What follows belongs to an exercise in optimizing a design on an open flow for small area; a production flow would make more cautious choices.
No run shown here included a check of the RTL's function; only the layout flow was run.
Power and IR drop assume default switching activity.

==> flow/design.v <==
`timescale 1ns / 1ps
module sevensegdecoder(Seg, Val);
    output reg [0:6] Seg;
    input [3:0] Val;
    always @*
        case (Val)  
            4'h3: Seg = 7'b000_0001;
            4'h4: Seg = 7'b100_1111;
            4'h5: Seg = 7'b001_0010;
            4'h6: Seg = 7'b000_0110;
            4'h7: Seg = 7'b100_1100;
            4'h8: Seg = 7'b010_0100;
            4'h9: Seg = 7'b010_0000;
            4'ha: Seg = 7'b000_1111;
            4'hb: Seg = 7'b000_0000;
            4'hc: Seg = 7'b000_0100;
            default: Seg = 7'bxxx_xxxx;
        endcase
endmodule
`timescale 1ns / 1ps
module fourdigitdriver(A, B, C, D, clk, rst, rstd, seg, an, dp, flashing);
    input clk;
    input rst;
    input rstd;
    input [3:0] A, B, C, D;
    input flashing;
    output [3:0] an;
    output [0:6] seg;
    output dp;
    reg [7:0] l;
    reg [8:0] u;
    reg [3:0] Hex;
    reg blank;
    wire z7 = ~|l[6:0];
    wire refresh = z7 & ~l[7];       
    wire last = z7 & l[7];           
    wire fb = l[7] ^ l[5] ^ l[4] ^ l[3] ^ z7;
    wire [8:0] un = u + {8'd0, last};
    reg [3:0] sel;
    always @*
        case (u[1:0])
            2'd0: sel = A;
            2'd1: sel = B;
            2'd2: sel = C;
            default: sel = D;
        endcase
    always @(posedge clk)
    begin
        l <= rst ? 8'd0 : {l[6:0], fb};
        u <= rst ? 9'd0 : un;
        if (rst | rstd)
            Hex <= 4'd3;
        else if (refresh)
            Hex <= sel;
        blank <= ~rst & ((un[8] & flashing) | (~refresh & blank));
    end
    wire [1:0] dd = u[1:0] - {1'b0, refresh};
    assign an = rstd ? 4'b0000 : (blank ? 4'b1111 : ~(4'b1000 >> dd));
    assign dp = ~rstd & dd[0];
    sevensegdecoder u1(.Seg(seg), .Val(Hex));
endmodule
`timescale 1ns / 1ps
module counter(min, secmsd, seclsd, ten, clk, rst, tick, clr, en, up);
    output [3:0] min, secmsd, seclsd, ten;
    input clk, rst, tick, clr, en, up;
    reg [3:0] d0, d1, d3; reg [2:0] d2;
    assign ten = d0; assign seclsd = d1; assign secmsd = {1'b0, d2}; assign min = d3;
    wire clear = rst | (tick & clr);
    wire dn = ~up;
    wire e0 = tick & en;
    wire [3:0] a0 = d0 ^ {4{dn}}, a1 = d1 ^ {4{dn}}, a3 = d3 ^ {4{dn}};
    wire [2:0] a2 = d2 ^ {3{dn}};
    wire w0 = a0[3] & a0[2], w1 = a1[3] & a1[2], w2 = a2[2] & a2[1], w3 = a3[3] & a3[2];
    wire e1 = e0 & w0, e2 = e1 & w1, e3 = e2 & w2;
    function automatic [3:0] t10(input [3:0] a, input w);
        t10 = {(a[2] & a[1] & a[0]) | w, (a[1] & a[0]) | w, a[0] | w, 1'b1};
    endfunction
    wire [2:0] t2 = {(a2[1] & a2[0]) | w2, a2[0] | w2, 1'b1};
    always @(posedge clk) begin
        if (clear) begin d0 <= 4'd3; d1 <= 4'd3; d2 <= 3'd1; d3 <= 4'd3; end
        else begin
            d0 <= d0 ^ ({4{e0}} & t10(a0, w0));
            d1 <= d1 ^ ({4{e1}} & t10(a1, w1));
            d2 <= d2 ^ ({3{e2}} & t2);
            d3 <= d3 ^ ({4{e3}} & t10(a3, w3));
        end
    end
endmodule
`timescale 1ns / 1ps
module stopwatchController(seg, an, clk, dp, start, stop, up, reset, lap, set, rst);
    output [0:6] seg;
    output [3:0] an;
    output [0:0] dp;
    input clk;
    input start;
    input stop;
    input up;
    input reset;
    input lap;
    input set;
    input rst;
    reg running, flashing, started, countDirection, resetState, lapState, setState;
    reg rstd;            
    reg tickRise;
    reg [10:0] q;        
    reg [2:0] r;         
    wire [3:0] A, B, C, D;
    reg [3:0] lapA, lapC, lapD;
    reg [2:0] lapB;
    wire zero = (A == 4'd3) & (B == 4'd1) & (C == 4'd3) & (D == 4'd3);
    wire run0   = stop ? 1'b0 : (start ? 1'b1 : running);
    wire flash0 = (start | stop) ? 1'b0 : flashing;
    wire lap0   = start ? 1'b0 : lapState;
    wire n_countDirection = run0 ? countDirection : up;
    wire n_resetState = run0 ? resetState : reset;
    wire started0 = reset ? 1'b0 : started;
    wire stopz = zero & started0 & ~setState;
    wire n_running = stopz ? 1'b0 : run0;
    wire n_flashing = ~zero ? 1'b0 : (stopz ? 1'b1 : flash0);
    wire n_started = ~zero | (started0 & setState);
    wire n_lapState = lap | (lap0 & ~n_resetState);
    wire n_setState = n_running ? setState : set;
    wire r4 = r[2] & ~r[0];
    wire qen = n_setState | r4;
    wire [10:0] qinc = q + {10'd0, qen};
    wire wrap = qen & (&q[9:0]);
    wire [2:0] rinc = {r[1] & r[0], r[0], ~r[2]};
    always @(posedge clk)
    begin
        if (rst)
        begin
            running <= 1'b0;
            flashing <= 1'b0;
            started <= 1'b0;
            countDirection <= 1'b1;
            resetState <= 1'b0;
            lapState <= 1'b0;
            setState <= 1'b0;
            tickRise <= 1'b0;
            q <= 11'd24;
            r <= 3'b000;
        end
        else
        begin
            running <= n_running;
            flashing <= n_flashing;
            started <= n_started;
            countDirection <= n_countDirection;
            resetState <= n_resetState;
            lapState <= n_lapState;
            setState <= n_setState;
            tickRise <= wrap & ~q[10];
            q <= wrap ? {qinc[10], 10'd24} : qinc;
            r <= wrap ? 3'b000 : (n_setState ? r : rinc);
        end
        rstd <= rst;
    end
    always @(posedge clk)
        if (rstd | ~n_lapState)
        begin
            lapA <= A;
            lapB <= B;
            lapC <= C;
            lapD <= D;
        end
    counter counter1(A, B, C, D, clk, rst, tickRise, resetState, running, countDirection);
    fourdigitdriver driver1(lapA, {lapB[2] & lapB[1], lapB[2] ^ lapB[1], ~lapB[1], lapB[0]}, lapC, lapD, clk, rst, rstd, seg, an, dp, flashing);
endmodule
==> flow/flow/run.sh <==
#!/bin/bash
# Layout flow: the standard ORFS flow with three changes:
#  - synthesis maps the logic with an area-oriented ABC script (flow/area.abc)
#    in place of ORFS's delay-oriented one; everything else in synthesis,
#    including the registers, is the standard synthesis (synth_recipe.tcl);
#  - the port buffers are the smallest buffer cell;
#  - clock tree synthesis inserts no dummy loads and uses small buffers.
# Each tool's output goes to the ORFS logs under orfs/logs and make.log.
set -euo pipefail
here=$(pwd)
source flow/knobs.sh
# synthesis script: replace the ABC script, then the standard flow's own synthesis
{
  echo "proc abc {args} {"
  echo "  set i [lsearch -exact \$args -script]"
  echo "  if {\$i >= 0} { lset args [expr {\$i + 1}] {$here/flow/area.abc} }"
  echo "  yosys abc {*}\$args"
  echo "}"
  cat synth_recipe.tcl
} > flow_synth.tcl
bash standard.sh SYNTH_SCRIPT="$here/flow_synth.tcl" \
  BUFFER_PORTS_ARGS="$PORTBUF" \
  CTS_ARGS="$CTSARGS" \
  $EXTRA finish > make.log 2>&1
==> flow/flow/area.abc <==
strash
dc2
dch -f
amap
==> flow/flow/knobs.sh <==
PORTBUF="-buffer_cell sky130_fd_sc_hd__buf_1"
CTSARGS="-sink_clustering_enable -repair_clock_nets -dont_use_dummy_load -buf_list sky130_fd_sc_hd__clkbuf_4 sky130_fd_sc_hd__clkbuf_8"
EXTRA=""
==> flow/standard.sh <==
#!/bin/bash
# synth_recipe.tcl (not shown) runs the flow's synth.tcl, then flattens the netlist and writes it again
# the make line also repeats each setting of config.mk as NAME=value (left out here)
make -C /OpenROAD-flow-scripts/flow DESIGN_CONFIG=/design/flow/config.mk WORK_HOME=/design/flow/orfs CLKGATE_MAP_FILE= SYNTH_SCRIPT=/design/flow/synth_recipe.tcl "${@:-finish}"
==> flow/config.mk <==
export PLATFORM = sky130hd
export DESIGN_NAME = stopwatchController
export DESIGN_NICKNAME = stopwatchController
export VERILOG_FILES = /design/flow/design.v
export SDC_FILE = /design/flow/constraint.sdc
export NUM_CORES = 4
export LEC_CHECK = 0
export CAP_MARGIN = 20
export CORE_MARGIN = 2
export CORE_UTILIZATION = 40
export SLEW_MARGIN = 20
==> flow/constraint.sdc <==
create_clock -name core_clock -period 10.0 [get_ports {clk}]
set_input_delay 2.0000 -clock core_clock [delete_from_list [all_inputs] [get_ports {clk}]]
set_output_delay 2.0000 -clock core_clock [all_outputs]
set_load 0.01 [all_outputs]
==> impl_table.tex, run 1 <==
\begin{tabular}{lr}
\hline
Metric & Value \\
\hline
\multicolumn{2}{l}{\textbf{Die}} \\
\quad Row Count & 33 \\
\quad Initial cell density of the core & 40.68\% \\
\quad Die height & 94.72 um \\
\quad Floorplan die width & 94.72 um \\
\quad I/O pin total & 20 \\
\multicolumn{2}{l}{\textbf{Synthesis}} \\
\quad Synth top area share & 40.74\% \\
\quad Share of flip-flops with an asynchronous set or reset & 0\% \\
\quad Cell type contributing the most total cell area after synthesis & dfxtp\_1 \\
\quad Seq/Total Area, Yosys & 54.43\% \\
\quad Post-synthesis net count & 385 \\
\quad Commonest cells post-synth & dfxtp\_1, nor2\_1, clkinv\_1, o21ai\_0, a21oi\_1 \\
\quad Post-synthesis cell area & 3292 um\^{}2 \\
\quad Ys Warns & 4 \\
\quad Most area-consuming cells after synthesis & dfxtp\_1, edfxtp\_1, nor2\_1 \\
\quad Post-synth cell types & 31 \\
\quad \#FFs+latches synth & 82 \\
\quad Most numerous cell in the Yosys netlist & dfxtp\_1 \\
\quad Synth Flop Type & dfxtp\_1 \\
\quad Mean post-synth cell area & 8.970 um\^{}2 \\
\quad Synthesized instance count & 367 \\
\quad Number of flops mapped to enable cells by yosys & 15 \\
\multicolumn{2}{l}{\textbf{Place}} \\
\quad Port Buffers & 19 \\
\quad Number of instances in the placed design & 490 \\
\quad Final weighted congestion of routability-driven global placement & 0.7676 \\
\quad Dpl hpwl & 4440 um \\
\multicolumn{2}{l}{\textbf{Status}} \\
\quad Error that halted the flow & [ERROR STA-0564] clock\_tree\_synthesis positional arguments not supported. \\
\quad Last step reached & 4\_1\_cts \\
\quad Status & aborted with a tool error \\
\hline
\end{tabular}
## metrics by stage
stage          area [um^2]  worst slack (ns)  power (W)
2_1_floorplan         3292             5.599  0.0003899
3_3_place_gp          3495             5.295  0.0004041
3_5_place_dp          3495             5.121  0.0004050
## power by group through the flow
stage / Clock, W / Combinational (W) / Sequential [W]
after floorplan: 0 / 0.0000324 / 0.000358
after global placement: 0 / 0.0000459 / 0.000358
after detailed placement: 0 / 0.0000467 / 0.000358
## how the worst max path moves through the flow
stage               depth (start not counted)    end  slack (ns)  startpoint
detailed placement                         19  q[10]        5.12       start
global placement                           19  q[10]        5.29       start
floorplan                                  18  q[10]        5.60       start
## kinds of logic after synthesis
logic type	after synthesis	synth area share, %
adder cells (fa/ha/maj)	10	3.801
buffers and inverters	59	6.728
flip-flops	82	54.43
AO/OA/AOI/OAI	97	18.59
AND/OR/NAND/NOR	118	16.19
XOR/XNOR	1	0.2661
==> run 2, diff against run 1 <==
==> flow/flow/knobs.sh (replaced) <==
PORTBUF="-buffer_cell sky130_fd_sc_hd__buf_1"
CTSARGS="-sink_clustering_enable -repair_clock_nets -dont_use_dummy_load -buf_list {sky130_fd_sc_hd__clkbuf_4 sky130_fd_sc_hd__clkbuf_8}"
EXTRA=""
==> impl_table.tex, run 2 <==
\begin{tabular}{lr}
\hline
Metric & Value \\
\hline
\multicolumn{2}{l}{\textbf{Place}} \\
\quad Port Buffers & 19 (unchanged) \\
\quad Number of instances in the placed design & 490 (unchanged) \\
\quad Dpl hpwl & 4440 um (unchanged) \\
\quad Final weighted congestion of routability-driven global placement & 0.7676 (unchanged) \\
\multicolumn{2}{l}{\textbf{Hold path}} \\
\quad Launch point of the worst hold path & driver1.l[2] \\
\quad Min-delay worst type & reg -> reg \\
\multicolumn{2}{l}{\textbf{GRT}} \\
\quad Initial antenna violation count & 0 \\
\quad Wire length of the first global-routing pass & 10470 um \\
\quad Number of global-route vias before repair & 2432 \\
\quad Congestion Overflow GR & 0 \\
\quad Combined global-route utilization of all metal layers & 14.79\% \\
\quad Maximum number of pins on one net before global-route repair & 28 \\
\multicolumn{2}{l}{\textbf{Route}} \\
\quad Post-detailed-route count of antenna-violating nets & 0 \\
\quad Amount of wire on met2 after detailed routing & 2917 um \\
\quad Number of DRC violations after detailed routing & 0 \\
\quad Routed vias/inst & 5.082 \\
\quad Highest routing layer actually used & met4 \\
\quad Iteration-0 DRC count of the detailed router & 170 \\
\quad Wire length after detailed routing & 5952 um \\
\quad Detailed-router iteration count before antenna repair & 4 \\
\quad Wire length per cell & 11.93 um \\
\quad Total number of vias & 2536 \\
\quad Routed met3 length & 184 um \\
\quad Metal1 wirelength & 2815 um \\
\multicolumn{2}{l}{\textbf{Timing}} \\
\quad Clock skew after layout & 0.01751 ns \\
\quad Setup TNS & 0 ns \\
\quad Slew at the pin closest to its max-slew limit & 0.9539 ns \\
\quad RSZ-0062 raised after global routing & false \\
\quad Minimum clock period & 4.581 ns \\
\quad Final number of max-transition violations & 0 \\
\quad Highest clock rate & 0.2183 GHz \\
\quad Relative slew slack & 36.41\% \\
\quad Final period util & 45.81\% \\
\quad Endpoints failing hold & 0 \\
\quad Worst-case hold slack & 0.4327 ns \\
\quad Final setup violating endpoints & 0 \\
\multicolumn{2}{l}{\textbf{Die}} \\
\quad Core Box Area & 8093 um\^{}2 \\
\quad Row Count & 33 (unchanged) \\
\quad Die height & 94.72 um (unchanged) \\
\quad Floorplan die width & 94.72 um (unchanged) \\
\quad I/O pin total & 20 (unchanged) \\
\quad Initial cell density of the core & 40.68\% (unchanged) \\
\quad Die Footprint & 8972 um\^{}2 \\
\multicolumn{2}{l}{\textbf{Power}} \\
\quad Static power due to leakage & 1.330 nW \\
\quad Power, Total & 0.0005746 W \\
\quad Power density of the placed cells & 158.8 nW/um\^{}2 \\
\quad Maximum ir drop on the vdd rail & 0.07841 mV \\
\multicolumn{2}{l}{\textbf{Clock network}} \\
\quad Inserted Clock Buffers & 9 \\
\quad Clk slew on worst S/H paths & 0.08 ns \\
\quad Clock tree from TritonCTS & built \\
\quad Clock latency of the later-clocked register in the worst-skew pair & 0.33 ns \\
\quad Post-CTS setup buffers & 0 \\
\quad Number of hold-repair buffers added at the cts stage & 0 \\
\quad Post-cts sizing count & 0 \\
\quad Root cell of the clock tree & clkbuf\_8 \\
\quad Clock Sink Count & 82 \\
\quad Number of H-tree branching levels & 3 \\
\quad Clock tree buffer depth & 2 \\
\multicolumn{2}{l}{\textbf{Synthesis}} \\
\quad Post-synthesis net count & 385 (unchanged) \\
\quad Most numerous cell in the Yosys netlist & dfxtp\_1 \\
\quad Ys Warns & 4 (unchanged) \\
\quad Most area-consuming cells after synthesis & dfxtp\_1, edfxtp\_1, nor2\_1 \\
\quad Commonest cells post-synth & dfxtp\_1, nor2\_1, clkinv\_1, o21ai\_0, a21oi\_1 \\
\quad Mean post-synth cell area & 8.970 um\^{}2 (unchanged) \\
\quad Post-synthesis cell area & 3292 um\^{}2 (unchanged) \\
\quad Post-synth cell types & 31 (unchanged) \\
\quad Cell type contributing the most total cell area after synthesis & dfxtp\_1 \\
\quad Number of flops mapped to enable cells by yosys & 15 (unchanged) \\
\quad \#FFs+latches synth & 82 (unchanged) \\
\quad Share of flip-flops with an asynchronous set or reset & 0\% (unchanged) \\
\quad Synth Flop Type & dfxtp\_1 \\
\quad Synth top area share & 40.74\% (unchanged) \\
\quad Seq/Total Area, Yosys & 54.43\% (unchanged) \\
\quad Synthesized instance count & 367 (unchanged) \\
\multicolumn{2}{l}{\textbf{Critical path}} \\
\quad CP startpoint & start \\
\quad CP Launch Type & primary input \\
\quad Reg-to-reg critical path endpoint & q[10] \\
\quad Maximum fanout count along the critical path & 5 \\
\quad Crit path capture type & flip-flop \\
\quad Crit path kind & in -> reg \\
\quad Biggest cell delay along the critical path & 0.35 ns \\
\quad Startpoint of the worst register-to-register path & counter1.d0[1] \\
\quad Reg2reg setup slack & 6.15 ns \\
\quad Worst path slowest cell & o21ai\_0 \\
\quad Endpoint of the most critical setup path & q[10] \\
\quad Signal arrival time at the worst endpoint & 4.80 ns \\
\quad Critical path, cell by cell & buf\_1 -> o21ai\_0 -> clkinv\_1 -> o31ai\_1 -> a22oi\_1 -> clkinv\_1 -> nor2b\_1 -> nor2\_1 -> ha\_1 -> ha\_1 -> clkinv\_1 -> nor3\_1 -> nand2\_1 -> nor2\_1 -> nand2\_1 -> nor2\_1 -> nand3\_1 -> o21ai\_0 -> a21oi\_1 \\
\quad Data required time of the worst path & 10.22 ns \\
\quad Worst-case reg-to-reg path depth & 19 \\
\multicolumn{2}{l}{\textbf{Layout}} \\
\quad Filler Cell Count & 776 \\
\quad Non-filler instance count after layout & 499 \\
\quad Flip-flop count of the largest register after layout & 11 \\
\quad Fraction of final layout cells sized beyond drive strength 1 & 2.538\% \\
\quad Layout Area Growth over Synthesis & 9.920\% \\
\quad Regs by FF count & q (11), driver1.u (9), driver1.l (8) \\
\quad Commonest non-fill, non-tap cell in the layout & dfxtp\_1 \\
\quad Antenna diode instance count & 0 \\
\quad Most flop-heavy register & q \\
\quad Commonest cells after routing, fill and taps aside & dfxtp\_1, nor2\_1, clkinv\_1, o21ai\_0 \\
\quad Net count of the finished layout & 414 \\
\multicolumn{2}{l}{\textbf{Run}} \\
\quad Max-Cap Viols & 0 \\
\multicolumn{2}{l}{\textbf{Status}} \\
\quad Status & complete, no violations \\
\hline
\end{tabular}
[run 2: cell counts after synthesis]
No cell type changed its count.
[run 2: power breakdown]
group / total, W / leakage [nW] / switching (W) / internal, W
clock: 0.000178 / 0.0647 / 0.0000970 / 0.0000805
combinational: 0.0000464 / 0.579 / 0.0000307 / 0.0000157
sequential: 0.000351 / 0.685 / 0.00000519 / 0.000345
total: 0.000575 / 1.33 / 0.000133 / 0.000442
[run 2: per-layer routing]
metal	vias up	track usage [%]
li1	1351	-
met1	1147	17.38
met2	36	26.00
met3	2	4.310
met4	0	4.469
met5	-	0
[run 2: worst min path at each step]
stage	endpoint	slack, ns	depth (start not counted)
floorplan	driver1.l[3]	0.40	2
global placement	driver1.l[3]	0.42	2
detailed placement	driver1.l[7]	0.43	2
CTS	driver1.l[7]	0.44	2
global route	driver1.l[3]	0.45	2
finish	driver1.l[3]	0.43	2
[run 2: final cells by class]
cell class                      instances  area [um^2]  share of cell area [%]
Inverter                               57        214.0                   5.913
Sequential cell                        82         1792                   49.52
Timing Repair Buffer                   20        78.83                   2.178
Multi-Input combinational cell        226         1279                   35.34
Tap cell                              105        131.4                   3.631
Clock buffer                            9        123.9                   3.423
[run 2: cell families (layout without fill, tap and decap cells)]
logic type / after synthesis / count (layout) / synth area share [%]
compound gates: 97 / 97 / 18.59
fa+ha+maj: 10 / 10 / 3.801
buf+inv: 59 / 86 / 6.728
xor+xnor: 1 / 1 / 0.2661
flops: 82 / 82 / 54.43
simple gates: 118 / 118 / 16.19
[run 2: worst max-delay path, delay by kind of cell]
kind | cells | cell delay [ns]
fa+ha+maj | 2 | 0.38
buf+inv | 4 | 0.48
compound gates | 5 | 0.85
simple gates | 8 | 1.07
[run 2: stage by stage]
step           cell area, um^2  utilization (%)  worst slack (ns)
2_1_floorplan             3292                -             5.599
3_3_place_gp              3495            43.18             5.295
3_5_place_dp              3495            43.18             5.121
4_1_cts                   3618            44.71             5.484
5_1_grt                   3618            44.71             4.980
6_report                  3618            44.71             5.419
==> run 3, diff against run 2 <==
==> flow/flow/area.abc (replaced) <==
strash
&get -n
&deepsyn -T 60
&put
dch -f
amap
==> impl_table.tex, run 3 <==
\begin{tabular}{lr}
\hline
Metric & Value \\
\hline
\multicolumn{2}{l}{\textbf{Synthesis}} \\
\quad Ys Warns & 4 (unchanged) \\
\quad Commonest cells post-synth & nor2\_1, dfxtp\_1, clkinv\_1, nand2\_1, o21ai\_0 \\
\quad Most numerous cell in the Yosys netlist & nor2\_1 \\
\quad Seq/Total Area, Yosys & 53.94\% (-0.49 points) \\
\quad Synthesized instance count & 382 (+4.1\%) \\
\quad Synth Flop Type & dfxtp\_1 \\
\quad Most area-consuming cells after synthesis & dfxtp\_1, edfxtp\_1, nor2\_1 \\
\quad Synth top area share & 40.38\% (-0.37 points) \\
\quad Mean post-synth cell area & 8.696 um\^{}2 (-3.1\%) \\
\quad Post-synth cell types & 38 (+23\%) \\
\quad Post-synthesis net count & 400 (+3.9\%) \\
\quad Share of flip-flops with an asynchronous set or reset & 0\% (unchanged) \\
\quad Cell type contributing the most total cell area after synthesis & dfxtp\_1 \\
\quad Post-synthesis cell area & 3322 um\^{}2 (+0.91\%) \\
\quad \#FFs+latches synth & 82 (unchanged) \\
\quad Number of flops mapped to enable cells by yosys & 15 (unchanged) \\
\multicolumn{2}{l}{\textbf{Layout}} \\
\quad Flip-flop count of the largest register after layout & 11 (unchanged) \\
\quad Non-filler instance count after layout & 514 (+3.0\%) \\
\quad Regs by FF count & q (11), driver1.u (9), driver1.l (8) \\
\quad Commonest cells after routing, fill and taps aside & nor2\_1, dfxtp\_1, clkinv\_1, nand2\_1, o21ai\_0 \\
\quad Commonest non-fill, non-tap cell in the layout & nor2\_1 \\
\quad Net count of the finished layout & 429 (+3.6\%) \\
\quad Fraction of final layout cells sized beyond drive strength 1 & 2.445\% (-0.093 points) \\
\quad Final instance area & 3649 um\^{}2 (+0.83\%) \\
\quad Layout Area Growth over Synthesis & 9.831\% (about the same) \\
\quad Antenna diode instance count & 0 (unchanged) \\
\quad Most flop-heavy register & q \\
\multicolumn{2}{l}{\textbf{Route}} \\
\quad Post-detailed-route count of antenna-violating nets & 0 (unchanged) \\
\quad Total number of vias & 2575 (+1.5\%) \\
\quad Wire length per cell & 11.36 um (-4.8\%) \\
\quad Detailed-router iteration count before antenna repair & 4 (unchanged) \\
\quad Wire length after detailed routing & 5837 um (-1.9\%) \\
\quad Number of DRC violations after detailed routing & 0 (unchanged) \\
\quad Iteration-0 DRC count of the detailed router & 129 (-24\%) \\
\quad Routed vias/inst & 5.010 (-1.4\%) \\
\multicolumn{2}{l}{\textbf{Timing}} \\
\quad Final setup violating endpoints & 0 (unchanged) \\
\quad Slew at the pin closest to its max-slew limit & 0.9449 ns (-0.008974 ns) \\
\quad Final period util & 44.82\% (-0.99 points) \\
\quad Setup TNS & 0 ns (unchanged) \\
\quad Endpoints failing hold & 0 (unchanged) \\
\quad RSZ-0062 raised after global routing & false \\
\quad Clock skew after layout & 0.01560 ns (-0.001908 ns) \\
\quad Minimum clock period & 4.482 ns (-0.09879 ns) \\
\quad Highest clock rate & 0.2231 GHz (+2.2\%) \\
\quad Final number of max-transition violations & 0 (unchanged) \\
\quad Relative slew slack & 37.01\% (+0.60 points) \\
\multicolumn{2}{l}{\textbf{GRT}} \\
\quad Wire length of the first global-routing pass & 10120 um (-3.4\%) \\
\quad Met1 layer usage reported by global route & 17.13\% (-0.24 points) \\
\quad Met2 Resource Use GR & 24.47\% (-1.5 points) \\
\quad Combined global-route utilization of all metal layers & 14.30\% (-0.49 points) \\
\quad Routing usage on met3 & 4.506\% (+0.20 points) \\
\quad Number of global-route vias before repair & 2363 (-2.8\%) \\
\quad Initial antenna violation count & 0 (unchanged) \\
\quad Maximum number of pins on one net before global-route repair & 29 (+3.6\%) \\
\quad Most utilized layer in the global route result & met2 \\
\quad Congestion Overflow GR & 0 (unchanged) \\
\multicolumn{2}{l}{\textbf{Clock network}} \\
\quad Clock latency of the later-clocked register in the worst-skew pair & 0.33 ns (about the same) \\
\quad Number of hold-repair buffers added at the cts stage & 0 (unchanged) \\
\quad Root cell of the clock tree & clkbuf\_8 \\
\quad Post-CTS setup buffers & 0 (unchanged) \\
\quad Inserted Clock Buffers & 9 (unchanged) \\
\quad Number of H-tree branching levels & 3 (unchanged) \\
\quad Post-cts sizing count & 0 (unchanged) \\
\quad Clock Sink Count & 82 (unchanged) \\
\quad Clock tree from TritonCTS & built \\
\quad Clk slew on worst S/H paths & 0.08 ns (about the same) \\
\quad Clock tree buffer depth & 2 (unchanged) \\
\multicolumn{2}{l}{\textbf{Critical path}} \\
\quad Signal arrival time at the worst endpoint & 2.48 ns (-2.32 ns) \\
\quad Crit path kind & reg -> out \\
\quad CP Launch Type & flip-flop \\
\quad Maximum fanout count along the critical path & 6 (+1) \\
\quad Data required time of the worst path & 8.00 ns (-2.22 ns) \\
\quad Crit path capture type & output port \\
\multicolumn{2}{l}{\textbf{Power}} \\
\quad Power density of the placed cells & 155.5 nW/um\^{}2 (-2.1\%) \\
\quad Maximum ir drop on the vdd rail & 0.07945 mV (+1.3\%) \\
\quad Static power due to leakage & 1.362 nW (+2.4\%) \\
\quad Power, Total & 0.0005674 W (-1.3\%) \\
\multicolumn{2}{l}{\textbf{Die}} \\
\quad I/O pin total & 20 (unchanged) \\
\quad Die Footprint & 9050 um\^{}2 (+0.87\%) \\
\quad Initial cell density of the core & 40.84\% (+0.16 points) \\
\quad Floorplan die width & 95.13 um (+0.43\%) \\
\quad Core Box Area & 8134 um\^{}2 (+0.51\%) \\
\quad Row Count & 33 (unchanged) \\
\quad Die height & 95.13 um (+0.43\%) \\
\multicolumn{2}{l}{\textbf{Hold path}} \\
\quad Min-delay worst type & reg -> reg \\
\multicolumn{2}{l}{\textbf{Place}} \\
\quad Final weighted congestion of routability-driven global placement & 0.7658 (-0.23\%) \\
\quad Dpl hpwl & 4385 um (-1.2\%) \\
\quad Cell area reported after detailed placement & 3525 um\^{}2 (+0.86\%) \\
\quad Port Buffers & 19 (unchanged) \\
\quad Number of instances in the placed design & 505 (+3.1\%) \\
\multicolumn{2}{l}{\textbf{Run}} \\
\quad Max-Cap Viols & 0 (unchanged) \\
\multicolumn{2}{l}{\textbf{Status}} \\
\quad Status & complete, no violations \\
\hline
\end{tabular}
## run 3: worst max-delay path: stages, from the launching register on
cell and delay, ns:
dfxtp_1 0.32, clkinv_1 0.06, nand4_1 0.09, nor4_1 0.27, clkinv_1 0.14, nor2_1 0.33, ha_1 0.23, nor2_1 0.04
a21oi_1 0.20, clkinv_1 0.12, a31oi_1 0.18, buf_1 0.17
## run 3: worst paths after layout
check / from / to / slack [ns] / depth (start not counted)
max reg2reg: counter1.d0[0] / q[8] / 6.79 / 15
min: driver1.l[1] / driver1.l[2] / 0.43 / 2
max: driver1.l[4] / an[0] / 5.52 / 11
min reg2reg: driver1.l[1] / driver1.l[2] / 0.43 / 2
## run 3: area by class of cell
type,instances,area [um^2]
fillers,797,4486
clock buffers,9,123.9
well taps,105,131.4
inverters,50,187.7
multi-input cells,248,1335
flip-flops and latches,82,1792
repair buffers,20,78.83
## run 3: per-stage QoR
stage                     setup WS, ns  util [%]  hold WS (ns)
after global routing             5.118     44.85        0.4487
after CTS                        5.476     44.85        0.4294
after floorplan                  6.124         -        0.4007
after global placement           5.927     43.33        0.4116
after detailed placement         5.852     43.33        0.4179
final                            5.518     44.85        0.4251
## run 3: report_power, final
group          internal [W]  switching [W]   total, W
Clock             0.0000805      0.0000959   0.000176
Sequential         0.000345     0.00000418   0.000349
Combinational     0.0000141      0.0000278  0.0000420
## run 3: metal layers
layer  up-vias  wire [um]
met5         -          0
met3         2        213
li1       1376          -
met1      1157       2824
met4         0         30
met2        40       2769
## run 3: kinds of logic (layout without fill, tap and decap cells)
family | after synthesis | after routing | share of synthesized area (%)
buffers and inverters | 52 | 79 | 5.876
DFF | 82 | 82 | 53.94
adders and majority gates | 10 | 10 | 3.766
xor gates and xnor gates | 1 | 1 | 0.2637
and+or+nand+nor | 152 | 152 | 20.23
AOI/OAI and AO/OA | 85 | 85 | 15.93
==> run 4, diff against run 3 <==
==> flow/flow/area.abc (replaced) <==
&get -n
&st
&dch -f
&nf -R 1000 -p -F 8 -A 8
&put
==> impl_table.tex, run 4 <==
\begin{tabular}{lr}
\hline
Metric & Value \\
\hline
\multicolumn{2}{l}{\textbf{Clock network}} \\
\quad Number of hold-repair buffers added at the cts stage & 0 (unchanged) \\
\quad Inserted Clock Buffers & 9 (unchanged) \\
\quad Root cell of the clock tree & clkbuf\_8 \\
\quad Post-CTS setup buffers & 0 (unchanged) \\
\quad Clock latency of the later-clocked register in the worst-skew pair & 0.35 ns (+0.02 ns) \\
\quad Clock Sink Count & 82 (unchanged) \\
\quad Clock tree from TritonCTS & built \\
\quad Post-cts sizing count & 0 (unchanged) \\
\quad Number of H-tree branching levels & 3 (unchanged) \\
\quad Clock tree buffer depth & 2 (unchanged) \\
\quad Clk slew on worst S/H paths & 0.08 ns (about the same) \\
\multicolumn{2}{l}{\textbf{GRT}} \\
\quad Combined global-route utilization of all metal layers & 13.74\% (-0.55 points) \\
\quad Maximum number of pins on one net before global-route repair & 34 (+17\%) \\
\quad Initial antenna violation count & 0 (unchanged) \\
\quad Number of global-route vias before repair & 2132 (-9.8\%) \\
\quad Wire length of the first global-routing pass & 9528 um (-5.9\%) \\
\quad Congestion Overflow GR & 0 (unchanged) \\
\multicolumn{2}{l}{\textbf{Synthesis}} \\
\quad Post-synth cell types & 33 (-13\%) \\
\quad Post-synthesis net count & 352 (-12\%) \\
\quad Cell type contributing the most total cell area after synthesis & dfxtp\_1 \\
\quad Synth top area share & 40.47\% (+0.091 points) \\
\quad Commonest cells post-synth & dfxtp\_1, nor2\_1, nand2\_1, xor2\_1, o21ai\_0 \\
\quad Number of flops mapped to enable cells by yosys & 15 (unchanged) \\
\quad \#FFs+latches synth & 82 (unchanged) \\
\quad Synth Flop Type & dfxtp\_1 \\
\quad Ys Warns & 4 (unchanged) \\
\quad Mean post-synth cell area & 9.923 um\^{}2 (+14\%) \\
\quad Synthesized instance count & 334 (-13\%) \\
\quad Most area-consuming cells after synthesis & dfxtp\_1, edfxtp\_1, xor2\_1 \\
\quad Share of flip-flops with an asynchronous set or reset & 0\% (unchanged) \\
\quad Most numerous cell in the Yosys netlist & dfxtp\_1 \\
\quad Seq/Total Area, Yosys & 54.06\% (+0.12 points) \\
\quad Post-synthesis cell area & 3314 um\^{}2 (-0.23\%) \\
\multicolumn{2}{l}{\textbf{Critical path}} \\
\quad Kind of cell with the highest combined delay on the critical path & simple AND/OR/NAND/NOR gates \\
\quad Maximum fanout count along the critical path & 8 (+2) \\
\quad Crit path capture type & output port \\
\quad Crit path kind & reg -> out \\
\quad Data required time of the worst path & 8.00 ns (about the same) \\
\quad CP Launch Type & flip-flop \\
\quad Signal arrival time at the worst endpoint & 2.27 ns (-0.21 ns) \\
\quad Worst path slowest cell & nor2\_1 \\
\quad Biggest cell delay along the critical path & 0.40 ns (+0.07 ns) \\
\quad CP Buf/Inv Count & 1 (-3) \\
\quad Critical path, cell by cell & nor4\_1 -> nand2\_1 -> nor2\_1 -> ha\_1 -> nor2b\_1 -> a21oi\_1 -> buf\_1 \\
\multicolumn{2}{l}{\textbf{Place}} \\
\quad Port Buffers & 19 (unchanged) \\
\quad Final weighted congestion of routability-driven global placement & 0.7773 (+1.5\%) \\
\quad Cell area reported after detailed placement & 3525 um\^{}2 (unchanged) \\
\quad Dpl hpwl & 4015 um (-8.4\%) \\
\multicolumn{2}{l}{\textbf{Power}} \\
\quad Share of total power in combinational logic & 8.9\% (+1.5 points) \\
\quad Power density of the placed cells & 159.9 nW/um\^{}2 (+2.8\%) \\
\quad Part of the total power dissipated in the clock network & 30.6\% (-0.5 points) \\
\quad Maximum ir drop on the vdd rail & 0.08697 mV (+9.5\%) \\
\quad Static power due to leakage & 1.353 nW (-0.64\%) \\
\quad Switching share of power & 23.48\% (+0.94 points) \\
\quad Net Sw Power & 0.0001370 W (+7.1\%) \\
\quad P\_int & 0.0004464 W (+1.6\%) \\
\quad Part of the power in registers & 60.5\% (-1.0 points) \\
\multicolumn{2}{l}{\textbf{Status}} \\
\quad Status & complete, no violations \\
\multicolumn{2}{l}{\textbf{Layout}} \\
\quad Commonest non-fill, non-tap cell in the layout & dfxtp\_1 \\
\quad Net count of the finished layout & 383 (-11\%) \\
\quad Layout Area Growth over Synthesis & 10.08\% \\
\quad Filler Cell Count & 799 (+0.25\%) \\
\quad Final instance area & 3649 um\^{}2 (unchanged) \\
\quad Multi-input combinational cell area & 1493 um\^{}2 (+12\%) \\
\quad Regs by FF count & q (11), driver1.u (9), driver1.l (8) \\
\quad Antenna diode instance count & 0 (unchanged) \\
\quad Flip-flop count of the largest register after layout & 11 (unchanged) \\
\quad Register area & 1792 um\^{}2 (unchanged) \\
\quad Most flop-heavy register & q \\
\quad Commonest cells after routing, fill and taps aside & dfxtp\_1, nor2\_1, nand2\_1, xor2\_1, o21ai\_0 \\
\quad Fraction of final layout cells sized beyond drive strength 1 & 2.755\% (+0.31 points) \\
\multicolumn{2}{l}{\textbf{Run}} \\
\quad Max-Cap Viols & 0 (unchanged) \\
\multicolumn{2}{l}{\textbf{Timing}} \\
\quad Final number of max-transition violations & 0 (unchanged) \\
\quad RSZ-0062 raised after global routing & false \\
\quad Endpoints failing hold & 0 (unchanged) \\
\quad Final period util & 42.71\% (-2.1 points) \\
\quad Slew at the pin closest to its max-slew limit & 0.9680 ns (+0.02315 ns) \\
\quad Minimum clock period & 4.271 ns (-0.2116 ns) \\
\quad Highest clock rate & 0.2341 GHz (+5.0\%) \\
\quad Relative slew slack & 35.46\% (-1.5 points) \\
\quad Setup TNS & 0 ns (unchanged) \\
\quad Final setup violating endpoints & 0 (unchanged) \\
\quad Clock skew after layout & 0.03326 ns (+0.01766 ns) \\
\multicolumn{2}{l}{\textbf{Route}} \\
\quad Iteration-0 DRC count of the detailed router & 97 (-25\%) \\
\quad Wire length per cell & 11.87 um (+4.6\%) \\
\quad Routed vias/inst & 4.919 (-1.8\%) \\
\quad Total number of vias & 2302 (-11\%) \\
\quad Number of DRC violations after detailed routing & 0 (unchanged) \\
\quad Detailed-router iteration count before antenna repair & 4 (unchanged) \\
\quad Post-detailed-route count of antenna-violating nets & 0 (unchanged) \\
\quad Wire length after detailed routing & 5557 um (-4.8\%) \\
\multicolumn{2}{l}{\textbf{Die}} \\
\quad Floorplan die width & 95.03 um (-0.11\%) \\
\quad Die Footprint & 9030 um\^{}2 (-0.22\%) \\
\quad Row Count & 33 (unchanged) \\
\quad Die height & 95.03 um (-0.11\%) \\
\quad Initial cell density of the core & 40.75\% (-0.092 points) \\
\quad I/O pin total & 20 (unchanged) \\
\quad Core Box Area & 8134 um\^{}2 (unchanged) \\
\multicolumn{2}{l}{\textbf{Hold path}} \\
\quad Min-delay worst type & reg -> reg \\
\hline
\end{tabular}
run 4: cell count changes after synthesis, sizes merged, moves of 5 or more:
cell,change
clkinv,-42
nor2,-36
xor2,+26
xnor2,+15
nor3,+10
a211oi,-9
o22ai,-9
mux2i,+5
run 4: cell families after synthesis:
group / Yosys count / synth area share (%)
compound gates: 56 / 9.476
xor+xnor: 42 / 11.10
fa+ha+maj: 10 / 3.775
buf+inv: 8 / 0.9060
flops: 82 / 54.06
mux: 5 / 1.510
simple gates: 131 / 19.18
run 4: final timing paths:
check	startpoint	end	slack [ns]	cells after the start
setup / recovery	driver1.l[1]	an[3]	5.73	7
hold / removal	q[10]	tickRise	0.45	1
setup reg to reg	countDirection	counter1.d3[3]	6.86	7
hold reg to reg	q[10]	tickRise	0.45	1
run 4: power groups by stage:
stage / combinational (W) / clock, W / sequential (W)
2_1_floorplan: 0.0000370 / 0 / 0.000360
3_3_place_gp: 0.0000512 / 0 / 0.000360
3_5_place_dp: 0.0000521 / 0 / 0.000360
4_1_cts: 0.0000525 / 0.000187 / 0.000353
5_1_grt: 0.0000596 / 0.000199 / 0.000354
6_report: 0.0000520 / 0.000179 / 0.000353
run 4: cell type report:
type / instances / share of cell area (%)
Timing Repair Buffer: 20 / 2.160
Tap cell: 105 / 3.601
Inverter: 8 / 0.8230
Clock buffer: 9 / 3.395
Multi-Input combinational cell: 244 / 40.91
Sequential cell: 82 / 49.11
run 4: per-stage QoR:
stage          hold WS (ns)  std cells  total power [W]  util, %  setup WS (ns)
2_1_floorplan        0.4211        334        0.0003965        -          5.977
3_3_place_gp         0.4447        459        0.0004114    43.33          5.707
3_5_place_dp         0.4390        459        0.0004126    43.33          5.609
4_1_cts              0.4499        468        0.0005919    44.85          5.686
5_1_grt              0.4705        468        0.0006131    44.85          5.505
6_report             0.4535        468        0.0005835    44.85          5.729
run 4: worst register-to-register path: stages (launching register included):
cell and delay (ns):
dfxtp_1 0.86, xor2_1 0.15, nor3_1 0.67, nor3b_1 0.64, and3_1 0.38, o21ai_0 0.14
xor2_1 0.14, nor2_1 0.05
run 4: routing by layer:
metal | share of wire, % | vias to the layer above | track usage (%)
li1 | - | 1217 | -
met1 | 47 | 1038 | 15.91
met2 | 47 | 36 | 22.87
met3 | 4.3 | 11 | 5.375
met4 | 1.9 | 0 | 5.435
met5 | 0 | - | 0
==> run 5, diff against run 4 <==
==> flow/flow/area.abc (replaced) <==
strash
&get -n
&deepsyn -T 20
&dch -f
&nf -R 1000 -p -F 8 -A 8
&put
==> impl_table.tex, run 5 <==
\begin{tabular}{lr}
\hline
Metric & Value \\
\hline
\multicolumn{2}{l}{\textbf{Synthesis}} \\
\quad Adder and majority cell fraction of the synthesized area & 3.821\% (+0.046 points) \\
\quad \#FFs+latches synth & 82 (unchanged) \\
\quad Synth top area share & 40.96\% (+0.49 points) \\
\quad Most area-consuming cells after synthesis & dfxtp\_1, edfxtp\_1, a21oi\_1 \\
\quad Synth Flop Type & dfxtp\_1 \\
\quad Mean post-synth cell area & 10.04 um\^{}2 (+1.2\%) \\
\quad Synthesized instance count & 326 (-2.4\%) \\
\quad Share of flip-flops with an asynchronous set or reset & 0\% (unchanged) \\
\quad Ys Warns & 4 (unchanged) \\
\quad Number of flops mapped to enable cells by yosys & 15 (unchanged) \\
\quad Post-synth cell types & 39 (+18\%) \\
\quad Simple-Gate Fraction of Synth Area & 20.18\% (+1.0 points) \\
\quad Share of synthesized area spent on multiplexers & 3.898\% (+2.4 points) \\
\quad Cell type contributing the most total cell area after synthesis & dfxtp\_1 \\
\quad Share of the synthesized area in compound gates (AO/OA/AOI/OAI) & 11.23\% (+1.8 points) \\
\quad Seq/Total Area, Yosys & 54.72\% (+0.66 points) \\
\quad Post-synthesis net count & 344 (-2.3\%) \\
\quad Commonest cells post-synth & dfxtp\_1, nor2\_1, nand2\_1, a21oi\_1 \\
\quad Post-synthesis cell area & 3274 um\^{}2 (-1.2\%) \\
\quad Fraction of synthesized cell area in xor and xnor cells & 5.350\% (-5.7 points) \\
\quad Most numerous cell in the Yosys netlist & dfxtp\_1 \\
\quad Main combinational cell family by area after synthesis & simple AND/OR/NAND/NOR gates \\
\multicolumn{2}{l}{\textbf{Timing}} \\
\quad Final period util & 44.34\% (+1.6 points) \\
\quad Relative slew slack & 36.49\% (+1.0 points) \\
\quad Final number of max-transition violations & 0 (unchanged) \\
\quad RSZ-0062 raised after global routing & false \\
\quad Clock skew after layout & 0.01850 ns (-0.01476 ns) \\
\quad Fin worst setup slack & 5.566 ns (-0.1628 ns) \\
\quad Highest clock rate & 0.2255 GHz (-3.7\%) \\
\quad Minimum clock period & 4.434 ns (+0.1628 ns) \\
\quad Endpoints failing hold & 0 (unchanged) \\
\quad Slew at the pin closest to its max-slew limit & 0.9527 ns (-0.01534 ns) \\
\quad Setup TNS & 0 ns (unchanged) \\
\quad Final setup violating endpoints & 0 (unchanged) \\
\multicolumn{2}{l}{\textbf{Layout}} \\
\quad Regs by FF count & q (11), driver1.u (9), driver1.l (8) \\
\quad Most flop-heavy register & q \\
\quad Commonest cells after routing, fill and taps aside & dfxtp\_1, nor2\_1, nand2\_1, a21oi\_1 \\
\quad Fraction of final layout cells sized beyond drive strength 1 & 3.662\% (+0.91 points) \\
\quad Layout Area Growth over Synthesis & 10.09\% (about the same) \\
\quad Flip-flop count of the largest register after layout & 11 (unchanged) \\
\quad Commonest non-fill, non-tap cell in the layout & dfxtp\_1 \\
\quad Net count of the finished layout & 375 (-2.1\%) \\
\quad Antenna diode instance count & 0 (unchanged) \\
\multicolumn{2}{l}{\textbf{Clock network}} \\
\quad Post-CTS setup buffers & 0 (unchanged) \\
\quad Clock tree from TritonCTS & built \\
\quad Post-cts sizing count & 0 (unchanged) \\
\quad Clock tree buffer depth & 2 (unchanged) \\
\quad Number of H-tree branching levels & 3 (unchanged) \\
\quad Clock latency of the later-clocked register in the worst-skew pair & 0.35 ns (about the same) \\
\quad Clock Sink Count & 82 (unchanged) \\
\quad Root cell of the clock tree & clkbuf\_8 \\
\quad Inserted Clock Buffers & 9 (unchanged) \\
\quad Number of hold-repair buffers added at the cts stage & 0 (unchanged) \\
\quad Clk slew on worst S/H paths & 0.08 ns (about the same) \\
\multicolumn{2}{l}{\textbf{Status}} \\
\quad Status & complete, no violations \\
\multicolumn{2}{l}{\textbf{Route}} \\
\quad Routed vias/inst & 5.166 (+5.0\%) \\
\quad Total number of vias & 2361 (+2.6\%) \\
\quad Iteration-0 DRC count of the detailed router & 69 (-29\%) \\
\quad Number of DRC violations after detailed routing & 0 (unchanged) \\
\quad Detailed-router iteration count before antenna repair & 4 (unchanged) \\
\quad Wire length per cell & 12.40 um (+4.4\%) \\
\quad Post-detailed-route count of antenna-violating nets & 0 (unchanged) \\
\quad Wire length after detailed routing & 5666 um (+2.0\%) \\
\multicolumn{2}{l}{\textbf{Critical path}} \\
\quad Crit path kind & reg -> out \\
\quad CP Launch Type & flip-flop \\
\quad Data required time of the worst path & 8.00 ns (about the same) \\
\quad Signal arrival time at the worst endpoint & 2.43 ns (+0.16 ns) \\
\quad Crit path capture type & output port \\
\quad Maximum fanout count along the critical path & 7 (-1) \\
\multicolumn{2}{l}{\textbf{Die}} \\
\quad Die height & 94.48 um (-0.58\%) \\
\quad Core Box Area & 7848 um\^{}2 (-3.5\%) \\
\quad I/O pin total & 20 (unchanged) \\
\quad Row Count & 32 (-3.0\%) \\
\quad Floorplan die width & 94.48 um (-0.58\%) \\
\quad Initial cell density of the core & 41.73\% (+0.98 points) \\
\quad Die Footprint & 8926 um\^{}2 (-1.2\%) \\
\multicolumn{2}{l}{\textbf{GRT}} \\
\quad Number of global-route vias before repair & 2239 (+5.0\%) \\
\quad Maximum number of pins on one net before global-route repair & 32 (-5.9\%) \\
\quad Combined global-route utilization of all metal layers & 14.21\% (+0.46 points) \\
\quad Wire length of the first global-routing pass & 9894 um (+3.8\%) \\
\quad Initial antenna violation count & 0 (unchanged) \\
\quad Congestion Overflow GR & 0 (unchanged) \\
\multicolumn{2}{l}{\textbf{Power}} \\
\quad Static power due to leakage & 1.343 nW (-0.76\%) \\
\quad Power, Total & 0.0005692 W (-2.5\%) \\
\quad Maximum ir drop on the vdd rail & 0.05812 mV (-33\%) \\
\quad Power density of the placed cells & 157.9 nW/um\^{}2 (-1.3\%) \\
\multicolumn{2}{l}{\textbf{Place}} \\
\quad Worst setup slack before clock tree synthesis & 5.836 ns (+0.2268 ns) \\
\quad Final weighted congestion of routability-driven global placement & 0.8528 (+9.7\%) \\
\quad Port Buffers & 19 (unchanged) \\
\quad Dpl hpwl & 4099 um (+2.1\%) \\
\multicolumn{2}{l}{\textbf{Hold path}} \\
\quad Min-delay worst type & reg -> reg \\
\multicolumn{2}{l}{\textbf{Run}} \\
\quad Max-Cap Viols & 0 (unchanged) \\
\hline
\end{tabular}
[run 5: per-layer routing]
| layer | routed length [um] | GRT usage, % | up-vias |
|---|---|---|---|
| li1 | - | - | 1224 |
| met1 | 2765 | 17.48 | 1088 |
| met2 | 2612 | 23.45 | 39 |
| met3 | 141 | 2.634 | 10 |
| met4 | 146 | 7.971 | 0 |
| met5 | 0 | 0 | - |
[run 5: final timing paths]
path,start,to,slack (ns),cells after the start
max,driver1.l[1],an[1],5.57,7
min,driver1.l[3],driver1.l[4],0.46,2
max reg2reg,counter1.d1[0],q[10],6.89,12
min reg2reg,driver1.l[3],driver1.l[4],0.46,2
[run 5: layout make-up]
class                   count  area, um^2
clock buffers               9       123.9
fillers                   767        4243
inverters                   7       26.28
multi-input cells         237        1456
flip-flops and latches     82        1792
well taps                 102       127.6
repair buffers             20       78.83
[run 5: where the power goes]
part	switching [W]	internal (W)	total (W)
Clock	0.0000993	0.0000804	0.000180
Sequential	0.00000584	0.000344	0.000350
Combinational	0.0000243	0.0000157	0.0000399
[run 5: critical path: stages, from the launching register on]
cell,delay (ns)
dfxtp_1,0.31
nor4_1,0.35
nand2_1,0.13
nor2_1,0.48
ha_1,0.36
nor2b_1,0.16
a21oi_1,0.14
buf_1,0.16
[run 5: per-stage QoR]
stage | cells | instance area [um^2] | hold WS, ns | utilization (%)
detailed placement | 448 | 3481 | 0.4454 | 44.36
floorplan | 326 | 3274 | 0.4132 | -
CTS | 457 | 3605 | 0.4576 | 45.93
finish | 457 | 3605 | 0.4611 | 45.93
global route | 457 | 3605 | 0.4686 | 45.93
global placement | 448 | 3481 | 0.4363 | 44.36
[run 5: cell families after synthesis]
logic type	after synthesis
multiplexers	9
flip-flops	82
buffers and inverters	7
AND/OR/NAND/NOR	134
AO/OA/AOI/OAI	64
XOR/XNOR	20
adder cells (fa/ha/maj)	10
==> run 6, diff against run 5 <==
==> flow/flow/area.abc (replaced) <==
strash
dc2
dch -f
amap
==> flow/flow/knobs.sh (replaced) <==
PORTBUF="-buffer_cell sky130_fd_sc_hd__buf_1"
CTSARGS="-sink_clustering_enable -repair_clock_nets -dont_use_dummy_load -buf_list {sky130_fd_sc_hd__clkbuf_4}"
EXTRA=""
==> impl_table.tex, run 6 <==
\begin{tabular}{lr}
\hline
Metric & Value \\
\hline
\multicolumn{2}{l}{\textbf{Status}} \\
\quad Status & complete, no violations \\
\multicolumn{2}{l}{\textbf{Power}} \\
\quad Power, Total & 0.0005324 W (-6.5\%) \\
\quad Power density of the placed cells & 149.5 nW/um\^{}2 (-5.3\%) \\
\quad Static power due to leakage & 1.306 nW (-2.7\%) \\
\quad Maximum ir drop on the vdd rail & 0.04337 mV (-25\%) \\
\multicolumn{2}{l}{\textbf{Clock network}} \\
\quad Clock tree buffer depth & 2 (unchanged) \\
\quad Clock tree from TritonCTS & built \\
\quad Post-CTS setup buffers & 0 (unchanged) \\
\quad Clock latency of the later-clocked register in the worst-skew pair & 0.40 ns (+0.05 ns) \\
\quad Number of H-tree branching levels & 3 (unchanged) \\
\quad Clock Sink Count & 82 (unchanged) \\
\quad Clk slew on worst S/H paths & 0.12 ns (+0.04 ns) \\
\quad Number of hold-repair buffers added at the cts stage & 0 (unchanged) \\
\quad Root cell of the clock tree & clkbuf\_4 \\
\quad Post-cts sizing count & 0 (unchanged) \\
\quad Inserted Clock Buffers & 9 (unchanged) \\
\multicolumn{2}{l}{\textbf{GRT}} \\
\quad Number of global-route vias before repair & 2419 (+8.0\%) \\
\quad Combined global-route utilization of all metal layers & 14.79\% (+0.58 points) \\
\quad Congestion Overflow GR & 0 (unchanged) \\
\quad Initial antenna violation count & 0 (unchanged) \\
\quad Wire length of the first global-routing pass & 10460 um (+5.7\%) \\
\quad Maximum number of pins on one net before global-route repair & 28 (-13\%) \\
\multicolumn{2}{l}{\textbf{Die}} \\
\quad Floorplan die width & 94.72 um (+0.26\%) \\
\quad Core Box Area & 8093 um\^{}2 (+3.1\%) \\
\quad Die Footprint & 8972 um\^{}2 (+0.52\%) \\
\quad Row Count & 33 (+3.1\%) \\
\quad Die height & 94.72 um (+0.26\%) \\
\quad I/O pin total & 20 (unchanged) \\
\quad Initial cell density of the core & 40.68\% (-1.0 points) \\
\multicolumn{2}{l}{\textbf{Timing}} \\
\quad RSZ-0062 raised after global routing & false \\
\quad Highest clock rate & 0.2232 GHz (-1.1\%) \\
\quad Final number of max-transition violations & 0 (unchanged) \\
\quad Final period util & 44.81\% (+0.47 points) \\
\quad Setup TNS & 0 ns (unchanged) \\
\quad Minimum clock period & 4.481 ns (+0.04750 ns) \\
\quad Relative slew slack & 36.13\% (-0.36 points) \\
\quad Endpoints failing hold & 0 (unchanged) \\
\quad Slew at the pin closest to its max-slew limit & 0.9581 ns (+0.005353 ns) \\
\quad Clock skew after layout & 0.02999 ns (+0.01149 ns) \\
\quad Worst-case hold slack & 0.4385 ns (-0.02257 ns) \\
\quad Final setup violating endpoints & 0 (unchanged) \\
\multicolumn{2}{l}{\textbf{Place}} \\
\quad Final weighted congestion of routability-driven global placement & 0.7676 (-10\%) \\
\quad Port Buffers & 19 (unchanged) \\
\quad Number of instances in the placed design & 490 (+9.4\%) \\
\quad Dpl hpwl & 4440 um (+8.3\%) \\
\multicolumn{2}{l}{\textbf{Layout}} \\
\quad Commonest non-fill, non-tap cell in the layout & dfxtp\_1 \\
\quad Register area & 1792 um\^{}2 (unchanged) \\
\quad Post-layout utilization of the core & 44.02\% (-1.9 points) \\
\quad Net count of the finished layout & 414 (+10\%) \\
\quad Filler Cell Count & 785 (+2.3\%) \\
\quad Commonest cells after routing, fill and taps aside & dfxtp\_1, nor2\_1, clkinv\_1, o21ai\_0 \\
\quad Layout Area Growth over Synthesis & 8.210\% \\
\quad Antenna diode instance count & 0 (unchanged) \\
\quad Regs by FF count & q (11), driver1.u (9), driver1.l (8) \\
\quad Flip-flop count of the largest register after layout & 11 (unchanged) \\
\quad Multi-input combinational cell area & 1279 um\^{}2 (-12\%) \\
\quad Most flop-heavy register & q \\
\quad Non-filler instance count after layout & 499 (+9.2\%) \\
\quad Fraction of final layout cells sized beyond drive strength 1 & 2.538\% (-1.1 points) \\
\multicolumn{2}{l}{\textbf{Route}} \\
\quad Wire length per cell & 11.91 um (-3.9\%) \\
\quad Total number of vias & 2521 (+6.8\%) \\
\quad Routed vias/inst & 5.052 (-2.2\%) \\
\quad Iteration-0 DRC count of the detailed router & 120 (+74\%) \\
\quad Post-detailed-route count of antenna-violating nets & 0 (unchanged) \\
\quad Number of DRC violations after detailed routing & 0 (unchanged) \\
\quad Detailed-router iteration count before antenna repair & 4 (unchanged) \\
\quad Wire length after detailed routing & 5944 um (+4.9\%) \\
\multicolumn{2}{l}{\textbf{Synthesis}} \\
\quad Number of flops mapped to enable cells by yosys & 15 (unchanged) \\
\quad Synthesized instance count & 367 (+13\%) \\
\quad Post-synthesis net count & 385 (+12\%) \\
\quad Most area-consuming cells after synthesis & dfxtp\_1, edfxtp\_1, nor2\_1 \\
\quad Ys Warns & 4 (unchanged) \\
\quad Share of flip-flops with an asynchronous set or reset & 0\% (unchanged) \\
\quad Cell type contributing the most total cell area after synthesis & dfxtp\_1 \\
\quad \#FFs+latches synth & 82 (unchanged) \\
\quad Most numerous cell in the Yosys netlist & dfxtp\_1 \\
\quad Seq/Total Area, Yosys & 54.43\% (-0.29 points) \\
\quad Synth Flop Type & dfxtp\_1 \\
\quad Commonest cells post-synth & dfxtp\_1, nor2\_1, clkinv\_1, o21ai\_0, a21oi\_1 \\
\quad Post-synthesis cell area & 3292 um\^{}2 (+0.53\%) \\
\quad Post-synth cell types & 31 (-21\%) \\
\quad Synth top area share & 40.74\% (-0.22 points) \\
\quad Mean post-synth cell area & 8.970 um\^{}2 (-11\%) \\
\multicolumn{2}{l}{\textbf{Hold path}} \\
\quad Launch point of the worst hold path & driver1.l[2] \\
\quad Min-Delay Path Depth & 2 (unchanged) \\
\quad Worst min-delay path endpoint & driver1.l[3] \\
\quad Min-delay worst type & reg -> reg \\
\multicolumn{2}{l}{\textbf{Critical path}} \\
\quad Crit path capture type & flip-flop \\
\quad Reg-to-reg critical path endpoint & q[10] \\
\quad Crit path kind & in -> reg \\
\quad Maximum fanout count along the critical path & 5 (-2) \\
\quad Startpoint of the worst register-to-register path & counter1.d0[1] \\
\quad Data required time of the worst path & 10.30 ns (+2.30 ns) \\
\quad Worst-case reg-to-reg path depth & 19 (+7) \\
\quad Signal arrival time at the worst endpoint & 4.78 ns (+2.35 ns) \\
\quad Reg2reg setup slack & 6.16 ns (-0.73 ns) \\
\quad CP Launch Type & primary input \\
\multicolumn{2}{l}{\textbf{Run}} \\
\quad Max-Cap Viols & 0 (unchanged) \\
\hline
\end{tabular}
==> run 6: where the power goes <==
part | switching (W) | leakage, nW | internal, W
Clock | 0.0000935 | 0.0414 | 0.0000420
Sequential | 0.00000524 | 0.685 | 0.000345
Combinational | 0.0000306 | 0.579 | 0.0000157
==> run 6: worst max-delay path, stage by stage <==
cell and delay (ns):
buf_1 0.09, o21ai_0 0.35, clkinv_1 0.19, o31ai_1 0.12
a22oi_1 0.16, clkinv_1 0.11, nor2b_1 0.08, nor2_1 0.12
ha_1 0.20, ha_1 0.18, clkinv_1 0.09, nor3_1 0.27
nand2_1 0.12, nor2_1 0.12, nand2_1 0.07, nor2_1 0.16
nand3_1 0.11, o21ai_0 0.16, a21oi_1 0.05
==> run 6: per-stage QoR <==
step                      instance area (um^2)  setup WS, ns
after global placement                    3495         5.295
after CTS                                 3562         5.492
after floorplan                           3292         5.599
after global routing                      3562         5.068
after detailed placement                  3495         5.121
final                                     3562         5.519
==> run 6: worst max-delay path by stage <==
stage / start / to / slack, ns / cells past startpoint
after CTS: driver1.l[3] / an[2] / 5.49 / 11
after detailed placement: start / q[10] / 5.12 / 19
after global routing: start / q[10] / 5.07 / 19
after global placement: start / q[10] / 5.29 / 19
final: start / q[10] / 5.52 / 19
after floorplan: start / q[10] / 5.60 / 18
==> run 6: layout make-up <==
class | count | share of cell area [%]
clock buffers | 9 | 1.897
inverters | 57 | 6.006
multi-input cells | 226 | 35.90
flip-flops and latches | 82 | 50.30
well taps | 105 | 3.688
repair buffers | 20 | 2.213
==> run 6: layer usage <==
| metal | vias to the layer above | global-route usage [%] | share of wire, % |
|---|---|---|---|
| met2 | 44 | 25.83 | 48 |
| met5 | - | 0 | 0 |
| met1 | 1127 | 17.38 | 47 |
| li1 | 1345 | - | - |
| met3 | 5 | 4.549 | 4.0 |
| met4 | 0 | 4.469 | 1.2 |
==> run 6: cells by family after synthesis <==
group                    count (synthesis)  synth area share (%)
AND/OR/NAND/NOR                        118                 16.19
AO/OA/AOI/OAI                           97                 18.59
flip-flops                              82                 54.43
buffers and inverters                   59                 6.728
adder cells (fa/ha/maj)                 10                 3.801
XOR/XNOR                                 1                0.2661
==> run 7, diff against run 6 <==
--- a/flow/config.mk
+++ b/flow/config.mk
@@ -7,5 +7,5 @@
 export LEC_CHECK = 0
 export CAP_MARGIN = 20
 export CORE_MARGIN = 2
-export CORE_UTILIZATION = 40
+export CORE_UTILIZATION = 60
 export SLEW_MARGIN = 20
==> impl_table.tex, run 7 <==
\begin{tabular}{lr}
\hline
Metric & Value \\
\hline
\multicolumn{2}{l}{\textbf{Status}} \\
\quad Status & complete, no violations \\
\multicolumn{2}{l}{\textbf{Synthesis}} \\
\quad Seq/Total Area, Yosys & 54.43\% (unchanged) \\
\quad Commonest cells post-synth & dfxtp\_1, nor2\_1, clkinv\_1, o21ai\_0, a21oi\_1 \\
\quad Synthesized instance count & 367 (unchanged) \\
\quad Share of flip-flops with an asynchronous set or reset & 0\% (unchanged) \\
\quad Synth Flop Type & dfxtp\_1 \\
\quad Cell type contributing the most total cell area after synthesis & dfxtp\_1 \\
\quad Mean post-synth cell area & 8.970 um\^{}2 (unchanged) \\
\quad Post-synthesis cell area & 3292 um\^{}2 (unchanged) \\
\quad Most area-consuming cells after synthesis & dfxtp\_1, edfxtp\_1, nor2\_1 \\
\quad Most numerous cell in the Yosys netlist & dfxtp\_1 \\
\quad Ys Warns & 4 (unchanged) \\
\quad \#FFs+latches synth & 82 (unchanged) \\
\quad Synth top area share & 40.74\% (unchanged) \\
\quad Number of flops mapped to enable cells by yosys & 15 (unchanged) \\
\quad Post-synthesis net count & 385 (unchanged) \\
\quad Post-synth cell types & 31 (unchanged) \\
\multicolumn{2}{l}{\textbf{Layout}} \\
\quad Layout Area Growth over Synthesis & 6.879\% \\
\quad Commonest non-fill, non-tap cell in the layout & dfxtp\_1 \\
\quad Flip-flop count of the largest register after layout & 11 (unchanged) \\
\quad Filler Cell Count & 431 (-45\%) \\
\quad Net count of the finished layout & 414 (unchanged) \\
\quad Regs by FF count & q (11), driver1.u (9), driver1.l (8) \\
\quad Commonest cells after routing, fill and taps aside & dfxtp\_1, nor2\_1, clkinv\_1, o21ai\_0 \\
\quad Multi-input combinational cell area & 1279 um\^{}2 (unchanged) \\
\quad Antenna diode instance count & 0 (unchanged) \\
\quad Fraction of final layout cells sized beyond drive strength 1 & 2.538\% (unchanged) \\
\quad Most flop-heavy register & q \\
\quad Non-filler instance count after layout & 464 (-7.0\%) \\
\quad Register area & 1792 um\^{}2 (unchanged) \\
\multicolumn{2}{l}{\textbf{Place}} \\
\quad Port Buffers & 19 (unchanged) \\
\quad Final weighted congestion of routability-driven global placement & 0.8027 (+4.6\%) \\
\quad Number of instances in the placed design & 455 (-7.1\%) \\
\quad Dpl hpwl & 4347 um (-2.1\%) \\
\multicolumn{2}{l}{\textbf{Timing}} \\
\quad Slew at the pin closest to its max-slew limit & 0.9541 ns (-0.004010 ns) \\
\quad Final setup violating endpoints & 0 (unchanged) \\
\quad Final number of max-transition violations & 0 (unchanged) \\
\quad Minimum clock period & 4.468 ns (-0.01296 ns) \\
\quad Clock skew after layout & 0.01453 ns (-0.01546 ns) \\
\quad Final period util & 44.68\% (-0.13 points) \\
\quad Endpoints failing hold & 0 (unchanged) \\
\quad RSZ-0062 raised after global routing & false \\
\quad Setup TNS & 0 ns (unchanged) \\
\quad Highest clock rate & 0.2238 GHz (+0.29\%) \\
\quad Relative slew slack & 36.40\% (+0.27 points) \\
\multicolumn{2}{l}{\textbf{GRT}} \\
\quad Congestion Overflow GR & 0 (unchanged) \\
\quad Combined global-route utilization of all metal layers & 21.27\% (+6.5 points) \\
\quad Met2 Resource Use GR & 35.52\% (+9.7 points) \\
\quad Number of global-route vias before repair & 2388 (-1.3\%) \\
\quad Initial antenna violation count & 0 (unchanged) \\
\quad Most utilized layer in the global route result & met2 \\
\quad Routing usage on met3 & 3.333\% (-1.2 points) \\
\quad Wire length of the first global-routing pass & 10230 um (-2.2\%) \\
\quad Met1 layer usage reported by global route & 26.05\% (+8.7 points) \\
\quad Maximum number of pins on one net before global-route repair & 28 (unchanged) \\
\multicolumn{2}{l}{\textbf{Clock network}} \\
\quad Clock Sink Count & 82 (unchanged) \\
\quad Clk slew on worst S/H paths & 0.11 ns (about the same) \\
\quad Root cell of the clock tree & clkbuf\_4 \\
\quad Clock tree from TritonCTS & built \\
\quad Clock tree buffer depth & 2 (unchanged) \\
\quad Inserted Clock Buffers & 9 (unchanged) \\
\quad Clock latency of the later-clocked register in the worst-skew pair & 0.40 ns (about the same) \\
\quad Number of hold-repair buffers added at the cts stage & 0 (unchanged) \\
\quad Post-cts sizing count & 0 (unchanged) \\
\quad Post-CTS setup buffers & 0 (unchanged) \\
\quad Number of H-tree branching levels & 3 (unchanged) \\
\multicolumn{2}{l}{\textbf{Die}} \\
\quad Initial cell density of the core & 63.25\% (+23 points) \\
\quad Die height & 78.07 um (-18\%) \\
\quad I/O pin total & 20 (unchanged) \\
\quad Die Footprint & 6095 um\^{}2 (-32\%) \\
\quad Floorplan die width & 78.07 um (-18\%) \\
\quad Core Box Area & 5205 um\^{}2 (-36\%) \\
\quad Row Count & 26 (-21\%) \\
\multicolumn{2}{l}{\textbf{Hold path}} \\
\quad Min-delay worst type & reg -> reg \\
\multicolumn{2}{l}{\textbf{Route}} \\
\quad Post-detailed-route count of antenna-violating nets & 0 (unchanged) \\
\quad Iteration-0 DRC count of the detailed router & 159 (+33\%) \\
\quad Detailed-router iteration count before antenna repair & 4 (unchanged) \\
\quad Wire length per cell & 12.62 um (+6.0\%) \\
\quad Total number of vias & 2602 (+3.2\%) \\
\quad Wire length after detailed routing & 5856 um (-1.5\%) \\
\quad Routed vias/inst & 5.608 (+11\%) \\
\quad Number of DRC violations after detailed routing & 0 (unchanged) \\
\multicolumn{2}{l}{\textbf{Critical path}} \\
\quad Critical path, cell by cell & clkinv\_1 -> nand2\_1 -> nor3\_1 -> nand4\_1 -> nor2\_1 -> ha\_1 -> nor2\_1 -> a21oi\_1 -> clkinv\_1 -> a31oi\_1 -> buf\_1 \\
\quad Worst path slowest cell & nor2\_1 \\
\quad Crit path kind & reg -> out \\
\quad Biggest cell delay along the critical path & 0.34 ns (about the same) \\
\quad Crit path capture type & output port \\
\quad Signal arrival time at the worst endpoint & 2.47 ns (-2.31 ns) \\
\quad CP Launch Type & flip-flop \\
\quad Maximum fanout count along the critical path & 6 (+1) \\
\quad Data required time of the worst path & 8.00 ns (-2.30 ns) \\
\multicolumn{2}{l}{\textbf{Power}} \\
\quad Static power due to leakage & 1.306 nW (unchanged) \\
\quad Power density of the placed cells & 151.7 nW/um\^{}2 (+1.5\%) \\
\quad Maximum ir drop on the vdd rail & 0.07402 mV (+71\%) \\
\multicolumn{2}{l}{\textbf{Run}} \\
\quad Max-Cap Viols & 0 (unchanged) \\
\hline
\end{tabular}
run 7: cell counts in the layout (fill, tap and decap cells not counted):
No cell type changed its count.
run 7: where the power goes:
group	total (W)	internal [W]	switching [W]
combinational	0.0000466	0.0000159	0.0000306
clock	0.000137	0.0000420	0.0000945
sequential	0.000351	0.000345	0.00000514
total	0.000534	0.000403	0.000130
run 7: critical path: cells and delay by family (launching register included):
kind | cells | cell delay, ns
AOI/OAI and AO/OA | 2 | 0.40
adders and majority gates | 1 | 0.26
buffers and inverters | 3 | 0.36
DFF | 1 | 0.31
and+or+nand+nor | 5 | 0.73
run 7: layer usage:
| layer | wire length [um] | up-vias | part of all wire (%) |
|---|---|---|---|
| met3 | 194 | 13 | 3.3 |
| li1 | - | 1345 | - |
| met2 | 2684 | 64 | 46 |
| met5 | 0 | - | 0 |
| met1 | 2799 | 1180 | 48 |
| met4 | 177 | 0 | 3.0 |
run 7: through the flow:
stage	hold slack [ns]	utilization [%]	power (W)	area, um^2	worst slack (ns)
floorplan	0.4004	-	0.0003899	3292	5.599
finish	0.4411	67.60	0.0005336	3518	5.532
global route	0.4545	67.60	0.0005578	3518	5.290
CTS	0.4415	67.60	0.0005370	3518	5.521
detailed placement	0.4259	66.30	0.0004050	3451	5.169
global placement	0.4169	66.30	0.0004036	3451	5.305
run 7: path summary, 6_finish.rpt:
path | startpoint | to | slack [ns] | cells past startpoint
setup / recovery | driver1.l[5] | an[2] | 5.53 | 11
hold / removal | driver1.l[2] | driver1.l[3] | 0.44 | 2
setup reg to reg | counter1.d0[1] | q[10] | 6.22 | 19
hold reg to reg | driver1.l[2] | driver1.l[3] | 0.44 | 2
run 7: area by class of cell:
class	instances	share of cell area, %
well taps	70	2.489
flip-flops and latches	82	50.92
inverters	57	6.081
multi-input cells	226	36.34
repair buffers	20	2.240
clock buffers	9	1.920
run 7: logic make-up after synthesis:
| kind of cell | after synthesis | share of synthesized area (%) |
|---|---|---|
| adder cells (fa/ha/maj) | 10 | 3.801 |
| buffers and inverters | 59 | 6.728 |
| XOR/XNOR | 1 | 0.2661 |
| AO/OA/AOI/OAI | 97 | 18.59 |
| flip-flops | 82 | 54.43 |
| AND/OR/NAND/NOR | 118 | 16.19 |

Check on run 7: ideal ports give 5.532 ns setup slack; a clkbuf_16 on the clock port and buf_2 on the inputs give 5.504 ns; moving port delays by the midpoint clock arrival (0.423 ns) as well gives 5.180 ns.
